Context: an optimization exercise on an open-source flow, tuned for small area. The choices shown serve that exercise and are no tape-out recipe. Only simulation tests tie the RTL to the original design; equivalence was not proved. Power and IR drop assume default switching activity.

## flow/design.v (module list and top-level ports; edited modules follow where they fit)
// module Scope_Overlay: 1405 lines
module Scope_Overlay(
    input clk,
    input rst,
    input [11:0] VGA_HORZ_COORD,
    input [11:0] VGA_VERT_COORD,
    input [1:0] Color_Scheme,
    input Axis_On,
    input Grid_On,
    input Tick_On,
    input Wave_On,
    input Menu_Sw,
    input [23:0] Clock_Time,
    input [3:0] vol,
    input Scrolling_Sw,
    input scroll_step,
    input Condition_For_Cursor,
    input Condition_For_Cursor_Menu,
    input Condition_For_Cursor_Border,
    input Condition_For_Cursor_Text1,
    input Condition_For_Cursor_Text2,
    output [3:0] VGA_Red_Grid,
    output [3:0] VGA_Green_Grid,
    output [3:0] VGA_Blue_Grid
    );
  // ...
==> flow/flow/run.sh <==
#!/bin/bash
# Own layout flow: the standard ORFS flow with two changes.
# 1. Synthesis: the ABC script runs a deeper logic optimisation (&deepsyn) and
#    maps with a delay target, and Yosys's adder extraction is skipped so that
#    ABC sees all of the logic. Registers, names, flattening and renaming are
#    those of the standard synthesis.
# 2. Port buffers are sky130_fd_sc_hd__buf_1 cells.
set -euo pipefail
W=$(pwd)
mkdir -p "$W/own_scripts"
cp -r "$FLOW_HOME/scripts/." "$W/own_scripts/"
cp "$W/flow/abc_area.script" "$W/own_scripts/abc_area.script"
bash "$W/standard.sh" finish SCRIPTS_DIR="$W/own_scripts" ADDER_MAP_FILE= \
    BUFFER_PORTS_ARGS="-buffer_cell sky130_fd_sc_hd__buf_1" > "$W/orfs_make.log" 2>&1
==> flow/flow/abc_area.script <==
strash
&get -n
&deepsyn -T 60
&put
dch
map -D 7000
topo
==> flow/standard.sh <==
#!/bin/bash
# synth_recipe.tcl (not shown) runs the flow's synth.tcl, then flattens the netlist and writes it again
# the make line also repeats each setting of config.mk as NAME=value (left out here)
make -C /OpenROAD-flow-scripts/flow DESIGN_CONFIG=/design/flow/config.mk WORK_HOME=/design/flow/orfs CLKGATE_MAP_FILE= SYNTH_SCRIPT=/design/flow/synth_recipe.tcl "${@:-finish}"
==> flow/config.mk <==
export PLATFORM = sky130hd
export DESIGN_NAME = Scope_Overlay
export DESIGN_NICKNAME = Scope_Overlay
export VERILOG_FILES = /design/flow/design.v
export SDC_FILE = /design/flow/constraint.sdc
export NUM_CORES = 4
export LEC_CHECK = 0
export ABC_AREA = 1
export CAP_MARGIN = 20
export CORE_MARGIN = 2
export CORE_UTILIZATION = 55
export GPL_TIMING_DRIVEN = 0
export SLEW_MARGIN = 20
==> flow/constraint.sdc <==
create_clock -name core_clock -period 12.0 [get_ports {clk}]
set_input_delay 2.4000 -clock core_clock [delete_from_list [all_inputs] [get_ports {clk}]]
set_output_delay 2.4000 -clock core_clock [all_outputs]
set_load 0.01 [all_outputs]
==> summary.txt, run 1 <==
Internal reg-to-reg setup slack - 2050 ps
WHS Path Cells - 1
Inverters - 194
FF+latch count - 24
I/O Pins - 80
Design Power - 0.4949 mW
Clk pin slew, worst setup/hold paths - 90 ps
Vias in the first global route - 6787
Well Taps - 129
Seq area share - 7.887%
Leading area contributor after synthesis - nor2_1
Outcome - finished clean
Post-Syn Instances - 1043
Met3 wire length - 2405 um
Post-route cell area - 6092 um^2
Die height - 101.7 um
Top cells by count, synth - nor2_1, clkinv_1, nand2_1, a21oi_1, o21ai_0
Largest net degree at the start of global routing - 18
Sequential power share - 17.4%
Routed WL - 20330 um
First drt pass iteration count - 7
Seq. pwr - 0.0861 mW
Clock sink count - 24
Cts hold-fix bufs - 0
Signal buffers - 93
Met3 usage - 4.624%
Clock net power - 0.0716 mW
Crit path capture - col[9]
Multi-input combinational area share - 69.32%
Hpwl dp - 15780 um
Place WS - -2385 ps
Synth Area in Compound Gates - 31.86%
Met1 Wirelength - 8106 um
CP dominant cell by count - nand2_1
WP data required - 12170 ps
Post-route insts no fill - 1270
Clock power frac - 14.5%
Setup Buffers After CTS - 1
Top cells by area, synth - nor2_1, clkinv_1, nand2_1
Ys async rst share - 0%
Area growth from synthesis to layout - 16.09%
CP Launch Type - primary input
CTS tree - yes
==> inputs of run 2 (changes only) <==
==> flow/flow/abc_area.script (replaced) <==
strash
dc2
&get -n
&deepsyn -T 300
&dch
&nf -R 1000
&put
topo
==> summary.txt, run 2 <==
Synth Warn # - 1 (unchanged)
Registers with the most flip-flops - S (12), col (12) (unchanged)
Reg-to-reg startpoint - S[0] (was S[3])
Minimum clock period - 12030 ps (was 11420 ps)
Total CTS buffers - 3 (unchanged)
Endpoint type of the worst setup path - flop (unchanged)
Die width - 98.71 um (was 101.7 um)
Crit path capture - col[10] (was col[9])
Sequential share of the synthesized area - 9.739% (was 9.156%)
Critical Path AT - 12230 ps (was 11590 ps)
Total GRT Usage - 41.51% (was 37.69%)
Ys flop type - dfxtp_1 (unchanged)
Area occupied by multi-input gates - 4843 um^2 (was 4223 um^2)
Max Freq - 0.08311 GHz (was 0.08753 GHz)
Post-Syn Instances - 834 (was 1043)
SO Faults - setup timing
Core Area - 8721 um^2 (was 9240 um^2)
Switching pwr - 0.4732 mW (was 0.2638 mW)
Pwr/cell area - 131.8 nW/um^2 (was 81.24 nW/um^2)
Relative slew margins - 21.44% (was 31.62%)
Final setup margin - -32.73 ps (was 575.6 ps)
CP Launch Type - primary input (unchanged)
Drt wl/cell - 20.89 um (was 16.00 um)
First drt pass iteration count - 9 (was 7)
Internal Pwr Total - 0.3528 mW (was 0.2312 mW)
FP Rows - 34 (was 35)
Area growth from synthesis to layout - 27.09% (was 16.09%)
Worst path max stage delay - 440 ps (was 370 ps)
Internal reg-to-reg setup slack - 1580 ps (was 2050 ps)
P_leak - 2.231 nW (was 2.306 nW)
DRC - 0 (unchanged)
Synth Area per Inst - 5.915 um^2 (was 5.031 um^2)
Final #Nets - 1032 (was 1210)
Worst slew pin tran - 1178 ps (was 1018 ps)
Initial Util - 56.57% (was 56.79%)
Worst path bufs/invs - 6 (was 9)
Reg2reg path depth - 52 (was 64)
Routed WL - 22360 um (was 20330 um)
Skew-Pair Late Insertion Delay - 280 ps (about the same)
Critical path class - in -> reg (unchanged)
Placer's final routability congestion estimate - 1.036 (was 1.068)
Critical path's top delay family - simple AND/OR/NAND/NOR gates (unchanged)
Proportion of layout cells with a drive suffix above 1 - 13.20% (was 7.800%)
Hpwl dp - 15040 um (was 15780 um)
WP data required - 12200 ps (was 12170 ps)
Max-cap violations - 0 (unchanged)
Die height - 98.71 um (was 101.7 um)
Clock tree buffer depth - 2 (unchanged)
Clk pin slew, worst setup/hold paths - 80 ps (was 90 ps)
R2R Path End - col[10] (was col[9])
Sequential power share - 10.5% (was 17.4%)
Hold Crit Class - reg -> reg (unchanged)
Vias - 7819 (was 7854)
I/O Pins - 80 (unchanged)
Top cells by count, synth - nand2_1, nor2_1, a21oi_1, o21ai_0, nor3_1 (was nor2_1, clkinv_1, nand2_1, a21oi_1, o21ai_0)
Most frequent cell after synthesis - nand2_1 (was nor2_1)
First-pass GRT wire length - 33810 um (was 31650 um)
Finish-stage setup viols - 1 (was 0)
Initial antenna violation count - 0 (unchanged)
Vias in the first global route - 6925 (was 6787)
Mapped Nets - 902 (was 1111)
WP depth - 52 (was 62)
Final Hold Vio Count - 0 (unchanged)
Fin util - 71.89% (was 65.93%)
#FFs+latches synth - 24 (unchanged)
Clock power frac - 5.8% (was 14.5%)
Largest fanout on the critical path - 8 (was 17)
Slowest-stage cell, CP - nor4_2 (was nor2_1)
CTS H-tree depth - 1 (unchanged)
Gate power share - 83.7% (was 68.1%)
Commonest non-fill, non-tap cell in the layout - nand2_1 (was nor2_1)
Root buffer cell - clkbuf_8 (unchanged)
Slew Viols, Final - 0 (unchanged)
Fin crit share - 100.3% (was 95.20%)
Outcome - failed layout checks (was finished clean)
Synth Cell Area - 4933 um^2 (was 5248 um^2)
# port buffers - 79 (unchanged)
Remaining antenna violation count - 0 (unchanged)
Total global routing overflow - 0 (unchanged)
Most frequent cells in the layout - nand2_1, nor2_1, a21oi_1 (was nor2_1, nand2_1, clkinv_1)
Leading area contributor after synthesis - nand2_1 (was nor2_1)
Top cells by area, synth - nand2_1, nor2_1, dfxtp_1 (was nor2_1, clkinv_1, nand2_1)
Via/cell ratio - 7.307 (was 6.184)
Inserted Diodes - 0 (unchanged)
Peak supply drop - 0.00007397 V (was 0.00008318 V)
Sw frac - 57.29% (was 53.29%)
Initial DRC Count - 1247 (was 795)
Largest net degree at the start of global routing - 25 (was 18)
Ys async rst share - 0% (unchanged)
CTS tree - yes (unchanged)
Fin Clk Skew - 7.145 ps (was 5.564 ps)
Place WS - -3226 ps (was -2385 ps)
Die area - 9744 um^2 (was 10340 um^2)
Share of the synthesized area in the top cell type - 10.42% (was 15.74%)
FILL cells - 704 (was 943)
FF/Latch Area - 480.5 um^2 (unchanged)
CP startpoint - VGA_HORZ_COORD[6] (was VGA_VERT_COORD[9])
Synth cell types - 57 (was 38)
Clock sink count - 24 (unchanged)
EDFF count, synth - 0 (unchanged)
==> run 2: cell types whose count changed after synthesis, moves of 10 or more <==
cell,previous run,this run
nand2b_1,0,15
and2_0,0,25
or3_1,0,10
or2_0,0,11
xnor2_1,3,32
nand3_1,44,23
or2_2,11,0
nor2_1,220,133
and3_1,0,10
clkinv_1,194,29
o21ai_0,79,69
nand2_1,192,137
==> run 2: worst min path at each step <==
stage / cells past startpoint / to / startpoint / slack (ps)
global route: 2 / S[11] / S[11] / 580
CTS: 2 / S[11] / S[11] / 550
floorplan: 2 / S[11] / S[11] / 500
finish: 2 / S[11] / S[11] / 550
detailed placement: 2 / S[11] / S[11] / 540
global placement: 2 / S[6] / S[6] / 530
==> run 2: repair_timing <==
action / CTS / global route
hold buffers: 0 / 0
pin swaps: 10 / 13
setup buffers: 17 / 25
resized for setup: 59 / 58
cloned: 1 / 0
hold endpoints to repair: 0 / 0
endpoints found under the setup margin: 12 / 12
==> run 2: kinds of logic after synthesis <==
family	share of synthesized area, %
compound gates	36.80
buf+inv	2.206
xor+xnor	8.876
mux	0.2029
simple gates	40.96
fa+ha+maj	1.217
flops	9.739
==> run 2: cell type report <==
class / count / share of cell area (%)
Tap cell: 108 / 2.155
Timing Repair Buffer: 124 / 10.54
Sequential cell: 24 / 7.663
Multi-Input combinational cell: 782 / 77.25
Clock buffer: 3 / 0.6586
Inverter: 29 / 1.736
==> run 2: power groups by stage <==
stage	Combinational, mW	Clock [mW]	Sequential [mW]
finish	0.692	0.0480	0.0865
global route	0.721	0.0494	0.0870
CTS	0.559	0.0471	0.0864
detailed placement	0.511	0	0.0883
global placement	0.510	0	0.0882
floorplan	0.365	0	0.0897
==> run 2: worst register-to-register path, delay by kind of cell (launching register included) <==
kind,cells,cell delay [ps]
AOI/OAI and AO/OA,22,3910
and+or+nand+nor,19,3310
adders and majority gates,3,1110
xor gates and xnor gates,5,980
buffers and inverters,3,580
DFF,1,450
==> run 2: metrics by stage <==
step	hold WS, ps	TNS (ps)	instances	cell area (um^2)	power, mW
global placement	529.2	-37020	1021	5369	0.5986
detailed placement	541.0	-35410	1023	5400	0.5996
floorplan	503.9	0	834	4937	0.4544
CTS	552.3	0	1044	5844	0.6921
finish	552.9	-32.73	1070	6270	0.8261
global route	579.9	-5042	1070	6270	0.8578
==> run 2: per-layer routing <==
metal / vias to the layer above / track usage, % / share of wire [%] / wire [um]
li1: 3365 / - / - / -
met4: 0 / 20.55 / 7.6 / 1700
met3: 234 / 10.92 / 15 / 3361
met5: - / 0 / 0 / 0
met2: 790 / 67.19 / 43 / 9656
met1: 3430 / 51.04 / 34 / 7639
==> inputs of run 3 (changes only) <==
--- a/flow/flow/run.sh
+++ b/flow/flow/run.sh
@@ -1,6 +1,6 @@
 #!/bin/bash
 # Own layout flow: the standard ORFS flow with two changes.
-# 1. Synthesis: the ABC script runs a deeper logic optimisation (&deepsyn) and
+# 1. Synthesis: the ABC script runs a deeper logic optimisation (dc2, &deepsyn) and
 #    maps with a delay target, and Yosys's adder extraction is skipped so that
 #    ABC sees all of the logic. Registers, names, flattening and renaming are
 #    those of the standard synthesis.
==> flow/flow/abc_area.script (replaced) <==
strash
dc2
&get -n
&deepsyn -T 300
&put
dch
map -D 6500
topo
==> summary.txt, run 3 <==
Synth cell types - 41 (was 57)
# port buffers - 79 (unchanged)
Setup TNS - 0 ps (was -32.73 ps)
#FFs+latches synth - 24 (unchanged)
Vias in the first global route - 6686 (was 6925)
WHS Path Cells - 2 (unchanged)
Post-Syn Instances - 1006 (was 834)
Total CTS buffers - 3 (unchanged)
CP startpoint - VGA_HORZ_COORD[7] (was VGA_HORZ_COORD[6])
Registers with the most flip-flops - S (12), col (12) (unchanged)
Outcome - finished clean (was failed layout checks)
Finish-stage setup viols - 0 (was 1)
Fin crit share - 96.28% (was 100.3%)
Initial antenna violation count - 0 (unchanged)
Remaining antenna violation count - 0 (unchanged)
Via/cell ratio - 6.417 (was 7.307)
First-pass GRT wire length - 31410 um (was 33810 um)
Post-route insts no fill - 1211 (was 1070)
Ys flop type - dfxtp_1 (unchanged)
Max-cap violations - 0 (unchanged)
CTS tree - yes (unchanged)
CP Launch Type - primary input (unchanged)
Fin util - 65.14% (was 71.89%)
Clk pin slew, worst setup/hold paths - 90 ps (was 80 ps)
Pwr/cell area - 92.85 nW/um^2 (was 131.8 nW/um^2)
Ys async rst share - 0% (unchanged)
Die area - 10090 um^2 (was 9744 um^2)
Share of the synthesized area in the top cell type - 16.28% (was 10.42%)
Area occupied by multi-input gates - 4247 um^2 (was 4843 um^2)
Reg2reg path depth - 53 (was 52)
Root buffer cell - clkbuf_8 (unchanged)
Critical path class - in -> reg (unchanged)
Hpwl dp - 15860 um (was 15040 um)
Peak supply drop - 0.00007489 V (was 0.00007397 V)
Design Power - 0.5535 mW (was 0.8261 mW)
Relative slew margins - 31.35% (was 21.44%)
Skew-Pair Late Insertion Delay - 280 ps (about the same)
Top cells by count, synth - nor2_1, nand2_1, clkinv_1, o21ai_0, a21oi_1 (was nand2_1, nor2_1, a21oi_1, o21ai_0, nor3_1)
Crit path capture - col[1] (was col[10])
Final #Nets - 1169 (was 1032)
Final Hold Vio Count - 0 (unchanged)
DRC - 0 (unchanged)
Most frequent cell after synthesis - nor2_1 (was nand2_1)
Internal reg-to-reg setup slack - 1830 ps (was 1580 ps)
Placer's final routability congestion estimate - 1.070 (was 1.036)
FP Rows - 35 (was 34)
Minimum clock period - 11550 ps (was 12030 ps)
Fin Clk Skew - 5.425 ps (was 7.145 ps)
Slowest-stage cell, CP - or2_2 (was nor4_2)
R2R Path End - col[1] (was col[10])
Placed insts - 1197 (was 1023)
Drt wl/cell - 16.84 um (was 20.89 um)
FILL cells - 876 (was 704)
First drt pass iteration count - 6 (was 9)
Most frequent cells in the layout - nor2_1, nand2_1, clkinv_1 (was nand2_1, nor2_1, a21oi_1)
Reg-to-reg startpoint - S[8] (was S[0])
Mapped Nets - 1074 (was 902)
Slew Viols, Final - 0 (unchanged)
EDFF count, synth - 0 (unchanged)
Vias - 7771 (was 7819)
Inserted Diodes - 0 (unchanged)
Commonest non-fill, non-tap cell in the layout - nor2_1 (was nand2_1)
Largest net degree at the start of global routing - 15 (was 25)
WP data required - 12200 ps (about the same)
Initial DRC Count - 772 (was 1247)
Leading area contributor after synthesis - nor2_1 (was nand2_1)
Core Area - 9153 um^2 (was 8721 um^2)
Endpoint type of the worst setup path - flop (unchanged)
Worst path max stage delay - 330 ps (was 440 ps)
Synth Cell Area - 5119 um^2 (was 4933 um^2)
Cts hold-fix bufs - 0 (unchanged)
Largest fanout on the critical path - 12 (was 8)
Synth Area per Inst - 5.088 um^2 (was 5.915 um^2)
FF/Latch Area - 480.5 um^2 (unchanged)
Area growth from synthesis to layout - 16.48% (was 27.09%)
Routed WL - 20390 um (was 22360 um)
Critical Path AT - 11750 ps (was 12230 ps)
Synth Warn # - 1 (unchanged)
P_leak - 2.163 nW (was 2.231 nW)
Die width - 100.5 um (was 98.71 um)
Max Freq - 0.08656 GHz (was 0.08311 GHz)
Clock sink count - 24 (unchanged)
Total global routing overflow - 0 (unchanged)
I/O Pins - 80 (unchanged)
Total GRT Usage - 38.02% (was 41.51%)
CP dominant cell by count - nand2_1
Worst slew pin tran - 1027 ps (was 1178 ps)
CTS H-tree depth - 1 (unchanged)
Proportion of layout cells with a drive suffix above 1 - 8.182% (was 13.20%)
Hold Crit Class - reg -> reg (unchanged)
Initial Util - 55.93% (was 56.57%)
WHS - 540.7 ps (was 552.9 ps)
Top cells by area, synth - nor2_1, nand2_1, clkinv_1 (was nand2_1, nor2_1, dfxtp_1)
Die height - 100.5 um (was 98.71 um)
Sequential share of the synthesized area - 9.386% (was 9.739%)
Clock tree buffer depth - 2 (unchanged)
## run 3: layout make-up
class                   count  area share [%]
clock buffers               3          0.6925
flip-flops and latches     24           8.059
inverters                 165           10.68
multi-input cells         817           71.23
well taps                 111           2.329
repair buffers             90           6.506
clock inverters             1          0.5037
## run 3: worst min path at each step
stage | start | end | slack, ps
5_1_grt | S[7] | S[7] | 590
4_1_cts | S[7] | S[7] | 550
2_1_floorplan | S[11] | S[11] | 480
6_report | S[7] | S[7] | 540
3_3_place_gp | S[11] | S[11] | 520
3_5_place_dp | S[11] | S[11] | 530
## run 3: stage by stage
stage	setup WS [ps]	area, um^2
global placement	-3076	5554
finish	447.0	5962
floorplan	697.5	5119
detailed placement	-2187	5563
global route	-119.6	5962
CTS	48.09	5705
## run 3: power by group
part / total (mW) / internal (mW) / switching (mW)
logic: 0.394 / 0.117 / 0.277
clock network: 0.0734 / 0.0448 / 0.0286
registers: 0.0861 / 0.0838 / 0.00230
## run 3: kinds of logic (layout without fill, tap and decap cells)
logic type             after synthesis  in the layout  share of synthesized area, %
AO/OA/AOI/OAI                      271            271                         32.56
XOR/XNOR                            14             14                         2.396
AND/OR/NAND/NOR                    532            532                         43.56
buffers and inverters              165            259                         12.10
flip-flops                          24             24                         9.386
## run 3: worst max-delay path, delay by kind of cell
kind	cells	cell delay, ps
AO/OA/AOI/OAI	18	3260
buffers and inverters	9	1550
AND/OR/NAND/NOR	25	4540
## run 3: timing repair
action,in CTS,in global routing
resized for setup,25,57
setup endpoints to repair,12,12
pin swaps,1,2
buffers inserted,1,9
cloned,0,0
## run 3: layer usage
layer / track usage (%) / part of all wire, %
met5: 0 / 0
met4: 16.12 / 5.3
met3: 7.282 / 13
met2: 61.69 / 44
met1: 49.28 / 39

[separate check: timing with driven ports]
The results above use ideal ports. As a check the final layouts listed here were re-extracted and re-timed, cells and wires unchanged.
Step 1: set_driving_cell puts a clkbuf_16 on clk and a buf_2 on each other input, an assumption about the parent block.
Step 2 adds t to the input delays and takes it off the output delays; t is the mean of the earliest and latest rising clock arrival at the registers after step 1. Input paths then give back, and output paths get back, about the clock's delay inside the block.
Slacks: ideal / step 1 / step 2; pairs: ideal / step 1.
| run | t (ns) | setup slack, ns | latest minus earliest clock arrival (ns) | pins driven straight from the clock port |
|---|---|---|---|---|
| run 1 | 0.302 | 0.576 / 0.582 / 0.280 | 0.005 / 0.006 | 1 |
| run 2 | 0.300 | -0.033 / -0.050 / -0.351 | 0.007 / 0.007 | 1 |
| run 3 | 0.306 | 0.447 / 0.451 / 0.144 | 0.005 / 0.005 | 1 |
The setup slack of run 2, which loses most, moves by -0.017 ns with the drivers and by -0.318 ns with both steps.
